Background: an optimization exercise with open tools, aiming at small area. Do not read the settings as production practice.
In this exercise RTL edits were held to simulation tests only and were not proved equivalent to the original.
No activity file was given, so power comes from the tool's default toggle rates.

`config.mk`:
```
export PLATFORM = sky130hd
export DESIGN_NAME = b12
export DESIGN_NICKNAME = b12
export VERILOG_FILES = /design/flow/design.v
export SDC_FILE = /design/flow/constraint.sdc
export NUM_CORES = 4
export LEC_CHECK = 0
export CAP_MARGIN = 20
export CORE_MARGIN = 2
export CORE_UTILIZATION = 40
export SLEW_MARGIN = 20
```
`constraint.sdc`:
```
create_clock -name core_clock -period 5.0 [get_ports {clock}]
set_input_delay 1.0000 -clock core_clock [delete_from_list [all_inputs] [get_ports {clock}]]
set_output_delay 1.0000 -clock core_clock [all_outputs]
set_load 0.01 [all_outputs]
```
`design.v`:
```
module b12(
	       input            clock,
	       input            reset,
	       input            start,
	       input [3:0]      k,
	       output reg           nloss,
	       output reg [3:0]      nl,
	       output reg           speaker
	       );
   parameter RED = 0;
   parameter GREEN = 1;
   parameter YELLOW = 2;
   parameter BLUE = 3;
   parameter LED_ON = 1'b1;
   parameter LED_OFF = 1'b0;
   parameter PLAY_ON = 1;
   parameter PLAY_OFF = 0;
   parameter KEY_ON = 1;
   parameter NUM_KEY = 4;
   parameter COD_COLOR = 2;
   parameter COD_SOUND = 3;
   parameter SIZE_ADDRESS = 5;
   parameter SIZE_MEM = 2**SIZE_ADDRESS; 
   parameter COUNT_KEY = 33;
   parameter COUNT_SEQ = 33;
   parameter DEC_SEQ = 1;
   parameter COUNT_FIN = 8;
   parameter ERROR_TONE = 1;
   parameter RED_TONE = 2;
   parameter GREEN_TONE = 3;
   parameter YELLOW_TONE = 4;
   parameter BLUE_TONE = 5;
   parameter WIN_TONE = 6;
   reg [0:0]                     wr;
   reg [(SIZE_ADDRESS-1):0] address;
   reg [(COD_COLOR-1):0]    data_in;
   reg [(COD_COLOR-1):0]    data_out;
   reg [(COD_COLOR-1):0]    num;
   reg [(COD_SOUND-1):0]    sound;
   reg [0:0]                   play;
   reg [0:0] s;
   reg [2:0] counter;
   always @ (posedge clock )
   begin
	    if (reset)
	      begin
		     s = 0;
		     speaker <= 0;
		     counter = 0;
	      end
	    else
	      begin
		     if (play)
		       begin
			      case (sound)
				    0:
				      begin
					     if (counter > RED_TONE)  
					       begin
						      s = ~s;
						      counter = 0;
						      speaker <= s;
					       end
					     else
						   counter = counter + 1;
				      end
				    1:
				      begin
					     if (counter > GREEN_TONE)  
					       begin
						      s = ~s;
						      speaker <= s;
						      counter = 0;
					       end
					     else
						   counter = counter + 1;
				      end
				    2:
				      begin
					     if (counter > YELLOW_TONE)  
					       begin
						      s = ~s;
						      speaker <= s;
						      counter = 0;
					       end
					     else
						   counter = counter + 1;
				      end
				    3:
				      begin
					     if (counter > BLUE_TONE)  
					       begin
						      s = ~s;
						      speaker <= s;
						      counter = 0;
					       end
					     else
						   counter = counter + 1;
				      end
				    4:  
				      begin
					     if (counter > WIN_TONE)  
					       begin
						      s = ~s;
						      speaker <= s;
						      counter = 0;
					       end
					     else
						   counter = counter + 1;
				      end
				    5:  
				      begin
					     if (counter > ERROR_TONE)  
					       begin
						      s = ~s;
						      speaker <= s;
						      counter = 0;
					       end
					     else
						   counter = counter + 1;
				      end
				    default:
					  counter = 0;
			      endcase
		       end
		     else
		       begin
			      counter = 0;
			      speaker <= 0;
		       end
	      end
     end
   reg [(COD_COLOR-1):0]    count;
   always @ (posedge clock )
     begin
	    if (reset)
	      begin
		     count = 0;
		     num <= 0;
	      end
	    else    
	      begin
		     count = (count + 1) % (2**COD_COLOR) ;
		     num <= count;
	      end
     end
   reg [(COD_COLOR-1):0]    memory [0:(SIZE_MEM-1)];
   integer mar;
   always @ (posedge clock )
     begin
	    if (reset)
	      begin
		     data_out <= 0;
		     for(mar = 0; mar <= SIZE_MEM - 1; mar = mar + 1)
		       memory[mar] = 0;
	      end
	    else
	      begin
		     data_out <= memory[address];
		     if (wr)
			   memory[address] = data_in;
	      end
     end
   reg [4:0]                gamma;
   reg [(COD_COLOR-1):0]    ind;
   reg [(SIZE_ADDRESS-1):0] scan;
   reg [(SIZE_ADDRESS-1):0] max;
   reg [5:0]                timebase;
   reg [5:0]                count2;
   always @ (posedge clock )
     begin
	    if (reset)
	      begin
		     nloss <= LED_OFF;
		     nl <=  {4{LED_OFF}};
		     play <= PLAY_OFF;
		     wr <= 0;
		     scan = 0;
		     max = 0;
		     ind = 0;
		     timebase = 0;
		     count2 = 0;
		     sound <= 0;
		     address <= 0;
		     data_in <= 0;
		     gamma = 0;
	      end
	    else
	      begin
		     if (start == 1'b1)
			   gamma = 1;
             else
			   gamma = gamma;
		     case (gamma)
			   0: 
			     begin
				    gamma = 0;
			     end
			   1:  
			     begin
				    nloss <= LED_OFF;
				    nl <= {4{LED_OFF}};
				    play <= PLAY_OFF;
				    wr <= 0;
				    max = 0;
				    timebase = COUNT_SEQ;  
				    gamma = 2;
			     end
			   2:
			     begin
				    scan = 0;
				    wr <= 1;  
				    address <= max;  
				    data_in <= num;  
				    gamma = 3;
			     end
			   3:
			     begin
				    wr <= 0;  
				    address <= scan;
				    gamma = 4;
			     end
			   4:
			     begin
				    gamma = 5;
			     end
			   5:
			     begin
				    nl[data_out] <= LED_ON;
				    count2 = timebase;
				    play <= PLAY_ON;
				    sound <= {1'b0,data_out};
				    gamma = 6;
			     end
			   6:
			     begin
				    if (count2 == 0)
				      begin
					     nl <= {4{LED_OFF}};
					     play <= PLAY_OFF;
					     count2 = timebase;
					     gamma = 7;
				      end
				    else
				      begin
					     count2 = count2 - 1;
					     gamma = 6;
				      end
			     end
			   7:
			     begin
				    if (count2 == 0)
				      begin
					     if (scan != max)
					       begin
						      scan = scan + 1;
						      gamma = 3;
					       end
					     else
					       begin
						      scan = 0;
						      gamma = 8;
					       end
				      end
				    else
				      begin
					     count2 = count2 - 1;
					     gamma = 7;
				      end
			     end
			   8:
			     begin
				    count2 = COUNT_KEY;
				    address <= scan;
				    gamma = 9;
			     end
			   9:
			     begin
				    gamma = 10;
			     end
			   10:
			     begin
				    if (count2 == 0)
				      begin
					     nloss <= LED_ON;
					     max = 0;
					     gamma = 17;
				      end
				    else
				      begin
					     count2 = count2 - 1;
					     if (k[0] == KEY_ON)
					       begin
						      ind = 0;
						      sound <= 0;
						      play <= PLAY_ON;
						      count2 = timebase;
						      if (data_out == 0)
							    gamma = 11;
						      else
						        begin
							       nloss <= LED_ON;
							       gamma = 14;
						        end
					       end
					     else if (k[1] == KEY_ON)
					       begin
						      ind = 1;
						      sound <= 1;
						      play <= PLAY_ON;
						      count2 = timebase;
						      if (data_out == 1)
							    gamma = 11;
						      else
						        begin
							       nloss <= LED_ON;
							       gamma = 14;
						        end
					       end
					     else if (k[2] == KEY_ON)
					       begin
						      ind = 2;
						      sound <= 2;
						      play <= PLAY_ON;
						      count2 = timebase;
						      if (data_out == 2)
							    gamma = 11;
						      else
						        begin
							       nloss <= LED_ON;
							       gamma = 14;
						        end
					       end
					     else if (k[3] == KEY_ON)
					       begin
						      ind = 3;
						      sound <= 3;
						      play <= PLAY_ON;
						      count2 = timebase;
						      if (data_out == 3)
							    gamma = 11;
						      else
						        begin
							       nloss <= LED_ON;
							       gamma = 14;
						        end
					       end
					     else
						   gamma = 10;
				      end
			     end
			   11:
			     begin
				    nl[ind] <= LED_ON;
				    gamma = 12;
			     end
			   12:
			     begin
				    if (count2 == 0)
				      begin
					     nl <= {4{LED_OFF}};
					     play <= PLAY_OFF;
					     count2 = timebase;
					     gamma = 13;
				      end
				    else
				      begin
					     count2 = count2 - 1;
					     gamma = 12;
				      end
			     end
			   13:
			     begin
				    if (count2 == 0)
				      begin
					     if (scan != max)
					       begin
						      scan = scan + 1;
						      gamma = 8;
					       end
					     else if (max != (SIZE_MEM - 1))
					       begin
						      max = max + 1;
						      timebase = timebase - DEC_SEQ;
						      gamma = 2;
					       end
					     else
					       begin
						      play <= PLAY_ON;
						      sound <= 4;
						      count2 = COUNT_FIN;
						      gamma = 24;
					       end
				      end
				    else
				      begin
					     count2 = count2 - 1;
					     gamma = 13;
				      end
			     end
			   14:
			     begin
				    nl[ind] <= LED_ON;
				    gamma = 15;
			     end
			   15:
			     begin
				    if (count2 == 0)
				      begin
					     nl <= {4{LED_OFF}};
					     play <= PLAY_OFF;
					     count2 = timebase;
					     gamma = 16;
				      end
				    else
				      begin
					     count2 = count2 - 1;
					     gamma = 15;
				      end
			     end
			   16:
			     begin
				    if (count2 == 0)
				      begin
					     max = 0;
					     gamma = 17;
				      end
				    else
				      begin
					     count2 = count2 - 1;
					     gamma = 16;
				      end
			     end
			   17:
			     begin
				    address <= max;
				    gamma = 18;
			     end
			   18:
			     begin
				    gamma = 19;
			     end
			   19:
			     begin
				    nl[data_out] <= LED_ON;
				    play <= PLAY_ON;
				    sound <= {1'b0,data_out};
				    count2 = timebase;
				    gamma = 20;
			     end
			   20:
			     begin
				    if (count2 == 0)
				      begin
					     nl <= {4{LED_OFF}};
					     play <= PLAY_OFF;
					     count2 = timebase;
					     gamma = 21;
				      end
				    else
				      begin
					     count2 = count2 - 1;
					     gamma = 20;
				      end
			     end
			   21:
			     begin
				    if (count2 == 0)
				      begin
					     if (max != scan)
					       begin
						      max = max + 1;
						      gamma = 17;
					       end
					     else
					       begin
						      nl[data_out] <= LED_ON;
						      play <= PLAY_ON;
						      sound <= 5;
						      count2 = COUNT_FIN;
						      gamma = 22;
					       end
				      end
				    else
				      begin
					     count2 = count2 - 1;
					     gamma = 21;
				      end
			     end
			   22:
			     begin
				    if (count2==0)
				      begin
					     nl <= {4{LED_OFF}};
					     play <= PLAY_OFF;
					     count2 = COUNT_FIN;
					     gamma = 23;
				      end
				    else
				      begin
					     count2 = count2 - 1;
					     gamma = 22;
				      end
			     end
			   23:
			     begin
				    if (count2==0)
				      begin
					     nl[data_out] <= LED_ON;
					     play <= PLAY_ON;
					     sound <= 5;
					     count2 = COUNT_FIN;
					     gamma = 22;
				      end
				    else
				      begin
					     count2 = count2 - 1;
					     gamma = 23;
				      end
			     end
			   24:
			     begin
				    if (count2==0)
				      begin
					     nl <= {4{LED_ON}};
					     play <= PLAY_OFF;
					     count2 = COUNT_FIN;
					     gamma = 25;
				      end
				    else
				      begin
					     count2 = count2 - 1;
					     gamma = 24;
				      end
			     end
			   25:
			     begin
				    if (count2==0)
				      begin
					     nl <= {4{LED_OFF}};
					     play <= PLAY_ON;
					     sound <= 4;
					     count2 = COUNT_FIN;
					     gamma = 24;
				      end
				    else
				      begin
					     count2 = count2 - 1;
					     gamma = 25;
				      end
			     end
			   default:
				 gamma = 1;
		     endcase
	      end
     end
endmodule
```
`run.sh`:
```
#!/bin/bash
# synth_recipe.tcl (not shown) runs the flow's synth.tcl, then flattens the netlist and writes it again
# the make line also repeats each setting of config.mk as NAME=value (left out here)
make -C /OpenROAD-flow-scripts/flow DESIGN_CONFIG=/design/flow/config.mk WORK_HOME=/design/flow/orfs CLKGATE_MAP_FILE= SYNTH_SCRIPT=/design/flow/synth_recipe.tcl finish
```
==> PnR_summary.wiki <==
{| class="wikitable"
! Metric !! Value
|-
| Max Clock Freq || 287.4 MHz
|-
| Clock buffer depth || 2
|-
| Post-layout worst setup margin || 1.520 ns
|-
| Critical path capture point type || flip-flop
|-
| Fraction of the mapped netlist area in compound gates || 0.2470
|-
| Final Net Count || 958
|-
| Startpoint of the worst-slack reg-to-reg timing path || gamma[0]
|-
| XOR/XNOR Fraction of Synth Area || 0.02948
|-
| Via count || 6945
|-
| 1st-pass router iterations || 6
|-
| Count of unresolved DRC violations after routing || 0
|-
| Flip-flop cell with the highest count after synthesis || dfxtp_1
|-
| Arr. time, crit path || 3.75 ns
|-
| DRT iter0 DRCs || 715
|-
| Part of the total power dissipated in sequential elements || 0.428
|-
| Hold violation count in the final report || 0
|-
| Slew headroom || 0.2544
|-
| Sw Pwr || 0.0005367 W
|-
| Leakage power figure || 2.636 nW
|-
| Commonest cells after routing, fill and taps aside || 138 x nand2_1, 119 x dfxtp_1, 89 x nor2_1, 87 x a21oi_1, 69 x o21ai_0
|-
| R2R Path End || address[0]
|-
| Slowest cell delay on critical path || 0.82 ns
|-
| Maximum fanout along the worst path || 22
|-
| Share of the core filled with cells in the final layout || 0.4490
|-
| Final Setup Violations || 0
|-
| Initial core utilization || 0.4098
|-
| Remaining Overflow, GRT || 0
|-
| Hold Slack || 0.4490 ns
|-
| Clock tree from TritonCTS || built
|-
| Antenna diode count || 0
|-
| Slowest cell on the critical path || clkdlybuf4s50_1
|-
| Power share of the combinational group || 0.053
|-
| Post-CTS Repair Setup Buffers || 0
|-
| Hold Path Stages || 2
|-
| Area of the die || 19570 µm²
|-
| Cell-by-cell listing of the critical path || clkdlybuf4s50_1 -> nor2b_1 -> nand2_1 -> o32a_1 -> nand4_1 -> mux2i_1 -> nor2_1
|-
| Min-Delay Endpoint || nl[2]
|-
| Mux contribution to synthesized area || 0.05658
|-
| Drt via density || 5.876
|-
| Classification of the worst-slack hold path || reg2reg
|-
| Worst path required time || 5.27 ns
|-
| Clock insertion delay at the later pin of the skew report || 0.43 ns
|-
| Net switching share of the total power || 0.2370
|-
| PortBufs || 12
|-
| Worst setup skew after layout || 0.01215 ns
|-
| Post-detailed-route count of antenna-violating nets || 0
|-
| Max-slew violation count || 0
|-
| Global placement routability congestion || 0.9121
|-
| Post-DP HPWL || 13.36 mm
|-
| Summed instance area of the synthesized netlist || 7386 µm²
|-
| Post-synth EDFFs || 0
|-
| Design internal power || 0.001728 W
|-
| Dominant combinational cell family by area after synthesis || simple AND/OR/NAND/NOR gates
|-
| Row count || 49
|-
| Result of the run || no timing/DRC/antenna violations
|-
| Fraction of post-synthesis cell area in the top cell type by area || 0.3225
|-
| Setup slack after placement || 1.224 ns
|-
| Routed wire length || 20.11 mm
|-
| Peak supply drop || 0.0002604 V
|-
| Max_cap viols || 0
|-
| Share of synthesized flip-flops with an asynchronous set or reset || 0
|-
| Minimum setup slack among reg-to-reg paths || 2.04 ns
|-
| Reg2reg path depth || 7
|-
| Initial antenna violation count || 0
|-
| Setup repair after global routing missed its margin || false
|-
| H-tree levels || 4
|-
| Resized cells post-CTS || 0
|-
| Crit start category || input pin
|-
| Post-synthesis average cell area || 7.583 µm²
|-
| Setup_tns || 0 ns
|-
| Number of global-route vias before repair || 6391
|-
| #FFs+latches synth || 119
|-
| Fraction of layout cells with a size suffix above 1 || 0.08814
|-
| Largest net degree at the start of global routing || 101
|-
| Synthesis Warnings || 2
|-
| Global-route wire length before repair || 33.64 mm
|-
| WL per Instance || 17.01 µm
|-
| Time the final worst path needs with I/O delays and setup || 3.480 ns
|-
| Number of buffers inserted for hold repair after clock tree synthesis || 0
|-
| Die extent in x || 139.9 µm
|-
| Power per cell area || 279.8 nW/µm²
|-
| Relative area change from synthesis to final layout || 9.588%
|-
| Setup Crit Path Kind || in2reg
|-
| Height of the chip || 139.9 µm
|-
| CTS buffer count || 17
|-
| Adder and majority cell fraction of the synthesized area || 0.01355
|-
| Simple-gate share of the synthesized area || 0.2709
|-
| Synth unique cells || 89
|-
| Leading cell type in the layout, fill and taps excluded || nand2_1
|-
| Net count after synthesis || 989
|-
| Clock Sinks || 119
|-
| Placeable core region || 18020 µm²
|-
| Library cell used as clock root buffer || clkbuf_16
|-
| Clock power share || 0.519
|-
| Proportion of synthesized chip area in sequential cells || 0.3225
|-
| Cell accounting for the most synthesized area || dfxtp_1
|-
| I/O pins || 13
|-
| Tightest Pin Transition || 1.118 ns
|-
| Start point of the worst min-delay path || nl[2]
|-
| Clock-pin slew on the worst setup and hold paths || 0.06 ns
|-
| Final clock period utilization by the worst path || 0.6960
|-
| Cells after Synth || 974
|-
| Cells taking the most area after synthesis || dfxtp_1 32%, nand2_1 7.0%, a21oi_1 5.9%
|-
| Overall Global Routing Usage || 0.2104
|}
[area by class of cell]
| cell class | count | area, µm² |
|---|---|---|
| clock buffer | 20 | 446.7 |
| inverter | 20 | 75.07 |
| tap | 229 | 286.5 |
| timing repair buffer | 28 | 237.7 |
| multi-input combinational | 757 | 4561 |
| fill | 1857 | 9931 |
| sequential | 119 | 2382 |
| clock inverter | 9 | 105.1 |
[stage by stage]
| step | area [µm²] | power [W] | std cells |
|---|---|---|---|
| global route | 8094 | 0.002344 | 1182 |
| finish | 8094 | 0.002265 | 1182 |
| floorplan | 7386 | 0.001078 | 974 |
| CTS | 8094 | 0.002278 | 1182 |
| global placement | 7542 | 0.001109 | 1153 |
| detailed placement | 7542 | 0.001109 | 1153 |
[worst max path at each step]
stage                     slack [ns]  startpoint   endpoint
after floorplan                 2.54       start  count2[0]
after global placement          1.28       start   sound[2]
after detailed placement        1.22       start   sound[2]
after CTS                       1.68       start   sound[2]
after global routing            1.43       start    scan[1]
final                           1.52       start   sound[2]
[power groups by stage]
| stage | clock network, W | logic (W) | registers [W] |
|---|---|---|---|
| 6_report | 0.00117 | 0.000121 | 0.000970 |
| 5_1_grt | 0.00124 | 0.000132 | 0.000970 |
| 4_1_cts | 0.00119 | 0.000120 | 0.000969 |
| 3_5_place_dp | 0 | 0.000119 | 0.000989 |
| 3_3_place_gp | 0 | 0.000119 | 0.000989 |
| 2_1_floorplan | 0 | 0.0000997 | 0.000978 |
[state kept, by name (all words and copies together) (netlist names)]
register and count:
memory 64, count2 6, timebase 6, address 5, gamma 5, max 5
scan 5, nl 4, counter 3, sound 3, data_in 2, data_out 2
ind 2, num 2, nloss 1, play 1, s 1, speaker 1
wr 1
[synth_stat cells (all sizes together), types with 7 or more instances]
master and count:
nand3 58, nand2 140, xnor2 10, mux2 11, and3 10, a221oi 7
a21oi 87, nor2 89, o21ai 74, nor3 18, mux2i 29, o2bb2ai 8
o31ai 8, xor2 14, nor2b 25, a31oi 14, inv 19, clkbuf 48
nand2b 10, a211oi 14, or3 7, buf 30, ha 8, nor4 9
dfxtp 119
[routing by layer]
metal	track usage	vias up	share of wire
met4	0.08105	0	0.024
met1	0.2963	3273	0.48
met3	0.04233	38	0.049
li1	-	3443	-
met2	0.3166	191	0.44
met5	0	-	0
[kinds of logic after synthesis]
group,after synthesis
XOR/XNOR,24
adder cells (fa/ha/maj),8
flip-flops,119
AND/OR/NAND/NOR,407
multiplexers,40
buffers and inverters,98
AO/OA/AOI/OAI,278
[worst max-delay path, delay by kind of cell]
kind	cells	cell delay, ns
AND/OR/NAND/NOR	4	1.44
AO/OA/AOI/OAI	1	0.26
multiplexers	1	0.22
buffers and inverters	1	0.82

[afterwards: timing with drivers on the ports]
In the flow no input, the clock included, has a driving cell. The finished layout below was timed again as built, in two steps.
Step 1 (the two cells are an assumption about what drives the block):
set clk [get_ports {clock}]
set_driving_cell -lib_cell sky130_fd_sc_hd__clkbuf_16 $clk
set_driving_cell -lib_cell sky130_fd_sc_hd__buf_2 [delete_from_list [all_inputs] $clk]
Step 2, shift: input delay + t, output delay - t, t = (earliest + latest rising clock arrival at the registers) / 2. This alone moves slack from input paths to output paths.
a / b / c = ideal ports / drivers / drivers and shift; a / b = the first two.
t (ns): 0.467
setup slack, ns: 1.520 / 1.534 / 1.067
hold slack, ns: 0.449 / 0.449 / 0.449
worst data-port slew with drivers (ns): 0.04
pins driven straight from the clock port: 1
After both steps this run still meets setup and hold. For this run, drivers alone change the setup slack by +0.014 ns; drivers and shift together by -0.453 ns.
